Context: an optimization exercise on an open-source flow, tuned for small area. The choices shown serve that exercise and are no tape-out recipe.
At most, simulation tests tie the RTL to the original design; equivalence was not proved.
No activity file was given, so power comes from the tool's default toggle rates.

==> flow/design.v (excerpt) <==
module usb2_packet (
input	wire			phy_clk,
input	wire			reset_n,
input	wire			in_act,
input	wire	[7:0]	in_byte,
input	wire			in_latch,
input	wire			out_cts,
input	wire			out_nxt,
output	wire	[7:0]	out_byte,
output	reg				out_latch,
output	reg				out_stp,
output	reg		[3:0]	sel_endp,
output	wire	[8:0]	buf_in_addr,
output	wire	[7:0]	buf_in_data,
output	wire			buf_in_wren,
input	wire			buf_in_ready,
output	reg				buf_in_commit,
output	reg		[9:0]	buf_in_commit_len,
input	wire			buf_in_commit_ack,
output	reg		[9:0]	buf_out_addr,
input	wire	[7:0]	buf_out_q,
input	wire	[9:0]	buf_out_len,
input	wire			buf_out_hasdata,
output	reg				buf_out_arm,
input	wire			buf_out_arm_ack,
input	wire	[1:0]	endp_mode,
output	reg				data_toggle_act,
input	wire	[1:0]	data_toggle,
input	wire	[6:0]	dev_addr,
output	reg				err_crc_pid,
output	reg				err_crc_tok,
output	reg				err_crc_pkt,
output	wire			err_pid_out_of_seq,
output	reg		[10:0]	dbg_frame_num,
output	wire	[2:0]	dbg_pkt_type
);
Size: about 750 cells after synthesis, roughly 120 I/O pins, roughly 8300 µm² of cells after synthesis.
Settings: LEC_CHECK=0, CAP_MARGIN=0, CORE_MARGIN=2, CORE_UTILIZATION=65, PLACE_DENSITY=0.8, SLEW_MARGIN=0; clock period 10.0 ns.
standard.sh (not shown) runs the stock make flow with config.mk's settings and CLKGATE_MAP_FILE= SYNTH_SCRIPT=/design/flow/synth_recipe.tcl, a recipe that flattens the netlist after the stock synthesis.
==> flow/flow/run.sh <==
#!/bin/bash
# Own layout flow:
#  1. the standard synthesis (bash standard.sh synth);
#  2. a second synthesis of the same design with an area-oriented ABC script in
#     place of ORFS's speed script (everything before ABC, and so every
#     register, is the same as in the standard synthesis);
#  3. area-oriented re-mapping of the combinational logic of both netlists with
#     several ABC seeds, registers kept as they are; each candidate is proved
#     equivalent to the standard netlist (registers paired by name) and the
#     smallest one replaces the standard netlist;
#  4. the standard ORFS layout from there, with buf_1 port buffers and a clock
#     tree built from clkbuf_8.
# Every tool writes its full output to a log_*.txt file in this folder.
set -uo pipefail
WORK=$(pwd)
LIB=$FLOW_HOME/platforms/sky130hd/lib/sky130_fd_sc_hd__tt_025C_1v80.lib
R=$WORK/orfs/results/sky130hd/usb2_packet/base
TOP=$FLOW_TOP
DU="-dont_use *lpflow* -dont_use *probe* -dont_use *clkdly* -dont_use *dlygate* -dont_use *dlymetal* -dont_use *clkbuf* -dont_use *clkinv*"

# 1. standard synthesis
bash standard.sh synth > $WORK/log_synth_std.txt 2>&1 || exit 1
cp $R/1_2_yosys.v $WORK/std_netlist.v

regs() { grep -oE "sky130_fd_sc_hd__(df|edf|sdf|dl|sedf)[a-z0-9_]* +[^ ]+ *\(" "$1" | sed 's/ *($//' | sort; }
regs $WORK/std_netlist.v > $WORK/std_regs.txt

# 2. area-oriented synthesis
cat > $WORK/my_abc.script <<'EOA'
strash; &get -n; &st; &deepsyn -T 30; &dch -f; &nf -R 1000; &put; strash; &get -n; &st; &dch -f; &nf -R 1000; &put
EOA
cat > $WORK/my_synth.tcl <<EOT
proc abc {args} {
  set out {}
  set skip 0
  foreach a \$args {
    if {\$skip} { set skip 0; continue }
    if {\$a eq "-script"} { set skip 1; lappend out -script $WORK/my_abc.script; continue }
    if {\$a eq "-D"} { set skip 1; continue }
    lappend out \$a
  }
  yosys abc {*}\$out
}
source $WORK/synth_recipe.tcl
EOT
sed -e "s|WORK_HOME=[^ ]*|WORK_HOME=$WORK/myorfs|" -e "s|SYNTH_SCRIPT=[^ ]*|SYNTH_SCRIPT=$WORK/my_synth.tcl|" -e '/^if /,$d' standard.sh > $WORK/my_synth.sh
CANDS="std"
if bash $WORK/my_synth.sh synth > $WORK/log_synth_my.txt 2>&1; then
  cp $WORK/myorfs/results/sky130hd/usb2_packet/base/1_2_yosys.v $WORK/my_netlist.v
  regs $WORK/my_netlist.v > $WORK/my_regs.txt
  if cmp -s $WORK/std_regs.txt $WORK/my_regs.txt; then CANDS="std my"; fi
fi

resyn() { # resyn IN.v TAG SEED
  local IN=$1 TAG=$2 S=$3
  local FLOPS
  FLOPS=$(grep -o "sky130_fd_sc_hd__[a-z0-9_]*" $IN | sort -u | grep -E "__(df|edf|sdf|dl[a-z]|sedf|conb)" | tr '\n' ' ')
  echo "strash; &get -n; &st; &deepsyn -T 30 -S $S; &dch -f; &nf -R 1000; &put; strash; &get -n; &st; &dch -f; &nf -R 1000; &put" > $WORK/rs_$TAG.abc
  cat > $WORK/rs_$TAG.ys <<EOY
read_liberty -ignore_miss_func $LIB
setattr -mod -set blackbox 1 $FLOPS
read_verilog $IN
hierarchy -top $TOP
flatten
opt -purge
abc -liberty $LIB $DU -script $WORK/rs_$TAG.abc
opt_clean -purge
hilomap -singleton -hicell sky130_fd_sc_hd__conb_1 HI -locell sky130_fd_sc_hd__conb_1 LO
splitnets
opt_clean -purge
tee -o $WORK/rs_$TAG.stat stat -liberty $LIB
select $TOP
write_verilog -noattr -selected $WORK/rs_$TAG.v
EOY
  yosys -l $WORK/log_rs_$TAG.txt $WORK/rs_$TAG.ys > /dev/null 2>&1
}
check() { # check CAND.v TAG -> prints area if equivalent to std netlist with the same registers
  local V=$1 TAG=$2
  [[ -f $V ]] || return 1
  regs $V > $WORK/regs_$TAG.txt
  cmp -s $WORK/std_regs.txt $WORK/regs_$TAG.txt || return 1
  cat > $WORK/eq_$TAG.ys <<EOY
read_liberty -ignore_miss_func $LIB
read_verilog $WORK/std_netlist.v
rename $TOP gold
read_verilog $V
rename $TOP gate
flatten gold gate
opt_clean
equiv_make gold gate equiv
hierarchy -top equiv
equiv_simple -seq 2
equiv_induct
equiv_status -assert
EOY
  yosys -l $WORK/log_eq_$TAG.txt $WORK/eq_$TAG.ys > /dev/null 2>&1 || return 1
  return 0
}
area() { grep "Chip area" $1 | awk '{print $NF}'; }

# 3. round 1: 4 seeds on each starting netlist
for C in $CANDS; do
  for S in 1 2 3 4; do resyn $WORK/${C}_netlist.v r1_${C}_$S $S & done
done
wait
BEST=""; BESTA=1e18
pick() { # pick TAG
  local TAG=$1 A
  [[ -f $WORK/rs_$TAG.stat ]] || return
  A=$(area $WORK/rs_$TAG.stat)
  if python3 -c "import sys; sys.exit(0 if float('$A') < float('$BESTA') else 1)"; then
    if check $WORK/rs_$TAG.v $TAG; then BEST=$TAG; BESTA=$A; fi
  fi
}
for C in $CANDS; do for S in 1 2 3 4; do pick r1_${C}_$S; done; done
echo "round 1 best: ${BEST:-none} $BESTA" >> $WORK/log_resyn_choice.txt
if [[ -n "$BEST" ]]; then
  B1=$BEST
  for S in 5 6 7 8; do resyn $WORK/rs_$B1.v r2_$S $S & done
  wait
  for S in 5 6 7 8; do pick r2_$S; done
  echo "round 2 best: $BEST $BESTA" >> $WORK/log_resyn_choice.txt
  cp $WORK/rs_$BEST.v $R/1_2_yosys.v
  touch $R/1_2_yosys.v
  rm -f $R/1_synth.odb $R/1_synth.sdc
  bash standard.sh synth > $WORK/log_synth_odb.txt 2>&1 || exit 1
fi

# 4. layout
export BUFFER_PORTS_ARGS="-buffer_cell sky130_fd_sc_hd__buf_1"
export CTS_ARGS="-sink_clustering_enable -repair_clock_nets -dont_use_dummy_load -buf_list sky130_fd_sc_hd__clkbuf_8"
bash standard.sh > $WORK/log_layout.txt 2>&1
The first run ran to the end with no violations.
Change:
--- a/flow/design.v
+++ b/flow/design.v
@@ -139,19 +139,17 @@
 	wire	[2:0]	pkt_type = {~pid_code[3] & pid_code[2] & ~pid_code[1],
 								~pid_code[3] & pid_code[1],
 								pid_code[3] | (pid_code[1] & pid_code[0])};
 	wire	[2:0]	data_pid	= {~data_toggle[0], ~data_toggle[1], 1'b0};
 	reg		[6:0]	tok_addr;
 	reg		[6:0]	packet_token_addr_stored;
 	reg		[6:0]	local_dev_addr;
 	reg		[10:0]	bc;
-	reg				bc_neg;
 	wire	[10:0]	bc_inc = bc + 1'b1;
-	wire			bc_lt512 = bc_neg ? ((bc == 0) || (bc > 11'd1536)) : (bc < 512);
 	wire	[3:0]	tok_endp_now	= {buf_in_data_1[2:0], buf_in_data_0[7]};
 	wire	[4:0]	tok_crc5_now	= buf_in_data_1[7:3];
 	wire	[10:0]	tok_frame_now	= {buf_in_data_1[2:0], buf_in_data_0};
 	reg		[15:0]	crc16;
 	reg				crc16_byte_sel;
 	reg				crc_v;
 	reg		[7:0]	crc_e;
 	reg				crc_ok;
@@ -193,27 +191,26 @@
 	wire	[7:0]	p_hi	= crc16_byte_sel ? first_crc16[15:8] : next_crc16[15:8];
 	wire			p_v		= crc16_byte_sel ? (in_byte == 8'h00) : (next_crc16[7:0] == 8'h02);
 always @(posedge phy_clk) begin
 	out_nxt_1 <= out_nxt;
 	{reset_2, reset_1} <= {reset_1, reset_n};
 	if(in_latch) begin
 		{buf_in_addr_1, buf_in_addr_0} <= {buf_in_addr_2, buf_in_addr_1};
 		{buf_in_data_1, buf_in_data_0} <= {in_byte, buf_in_data_1};
-		{buf_in_wren_1, buf_in_wren_0} <= {bc_lt512 && buf_in_ready_latch &&
+		{buf_in_wren_1, buf_in_wren_0} <= {(bc < 512) && buf_in_ready_latch &&
 											(packet_token_addr_stored == dev_addr), buf_in_wren_1};
 	end
 	out_stp <= 0;
 	buf_in_commit <= 0;
 	buf_out_arm <= 0;
 	data_toggle_act <= 0;
 	case(state)
 	ST_RST_0: begin
 		bc[10:9] <= 0;
-		bc_neg <= 0;
 		err_crc_pid <= 0;
 		err_crc_tok <= 0;
 		err_crc_pkt <= 0;
 		pid_code <= PC_UNDEF;
 		local_dev_addr <= 0;
 		tok_addr <= 0;
 		packet_token_addr_stored <= 0;
 		sel_endp <= 0;
@@ -250,17 +247,16 @@
 				default:
 					case(pid[1:0])
 					2'b00:	pid_code <= PC_DATA;
 					2'b01:	pid_code <= PC_HAND;
 					default:	pid_code <= PC_SPEC;
 					endcase
 				endcase
 				bc <= 0;
-				bc_neg <= 0;
 				crc16 <= 16'hffff;
 				buf_in_addr_2 <= 0;
 				state <= ST_IN_1;
 				buf_in_ready_latch <= buf_in_ready;
 			end else begin
 				err_crc_pid <= 1;
 				state <= ST_WAIT_EOP;
 			end
@@ -356,18 +352,17 @@
 	ST_OUT_PRE_0: begin
 		bc <= 0;
 		pid_send <= data_pid;
 		state <= ST_OUT_PRE_1;
 	end
 	ST_OUT_PRE_1: begin
 		bc <= bc_inc;
 		if(buf_out_hasdata) begin
-			bc <= ~({1'b0, buf_out_len} + 11'h1);
-			bc_neg <= 1;
+			bc <= buf_out_len + 11'h2;
 			state <= ST_OUT_0;
 		end else if(bc == 31) begin
 			pid_send <= PS_NAK;
 			bc <= 0;
 			state <= (endp_mode == EP_MODE_ISOCH) ? ST_WAIT_EOP : ST_OUT_0;
 		end
 	end
 	ST_OUT_0: begin
@@ -403,21 +398,21 @@
 			if(bc == 0) begin
 				out_stp <= 1;
 				state <= ST_WAIT_EOP;
 				out_byte_crc <= 2'b00;
 			end else begin
 				out_byte_buf <= 1;
 			end
 			buf_out_addr <= buf_out_addr + 1'b1;
-			bc <= bc_inc;
-			if(buf_out_addr > 0 && bc != 0 && bc != 11'h7ff)
+			bc <= bc - 1'b1;
+			if(buf_out_addr > 0 && bc > 1)
 				crc16 <= next_crc16;
-			if(bc == 11'h7fe) out_byte_crc <= 2'b11;
-			if(bc == 11'h7ff) out_byte_crc <= 2'b10;
+			if(bc == 2) out_byte_crc <= 2'b11;
+			if(bc == 1) out_byte_crc <= 2'b10;
 		end
 		if(~out_nxt & out_nxt_1) begin
 			out_byte_out <= buf_out_q;
 			out_byte_buf <= 0;
 		end
 	end
 	default: state <= ST_RST_0;
 	endcase
Sequential cell count is lower by 1; die area is higher slightly; count of clock-buffer cells in the layout stays the same; area after synthesis is higher slightly; setup slack is better by 0.16 ns; final area is higher slightly; combinational power is higher by roughly a tenth; via count barely changes; final cell count is higher slightly; routed wire length is lower by a few percent; maximum frequency is higher by a few percent; worst hold slack is worse by 0.0069 ns.
Only the layout flow was run in the second run of this note; the RTL was not checked for function there.

[re-timing with driven ports]
The flow's constraints put no driver on any port. The routed layouts listed below were extracted and timed again, unchanged, in two steps. Step 1 sets driving cells, clkbuf_16 on the clock port and buf_2 on the other inputs (assumed; they add their load-dependent delay and slew). Step 2 adds t to the input delays and takes it off the output delays; t is the mean of the earliest and latest rising clock arrival at the registers after step 1. Input paths then give back, and output paths get back, about the clock's delay inside the block. a / b / c = ideal / step 1 / step 2; a / b = the first two.
| run | t, ns | setup WS [ns] | worst hold slack (ns) | latest minus earliest clock arrival (ns) |
|---|---|---|---|---|
| the first run | 0.490 | 4.903 / 4.865 / 5.103 | 0.356 / 0.356 / 0.356 | 0.037 / 0.037 |
| the second run | 0.490 | 5.058 / 5.037 / 5.037 | 0.349 / 0.349 / 0.349 | 0.023 / 0.023 |
After both steps every run listed still meets setup and hold. For the second run, which loses most, drivers alone change the setup slack by -0.021 ns; drivers and shift together by -0.021 ns.
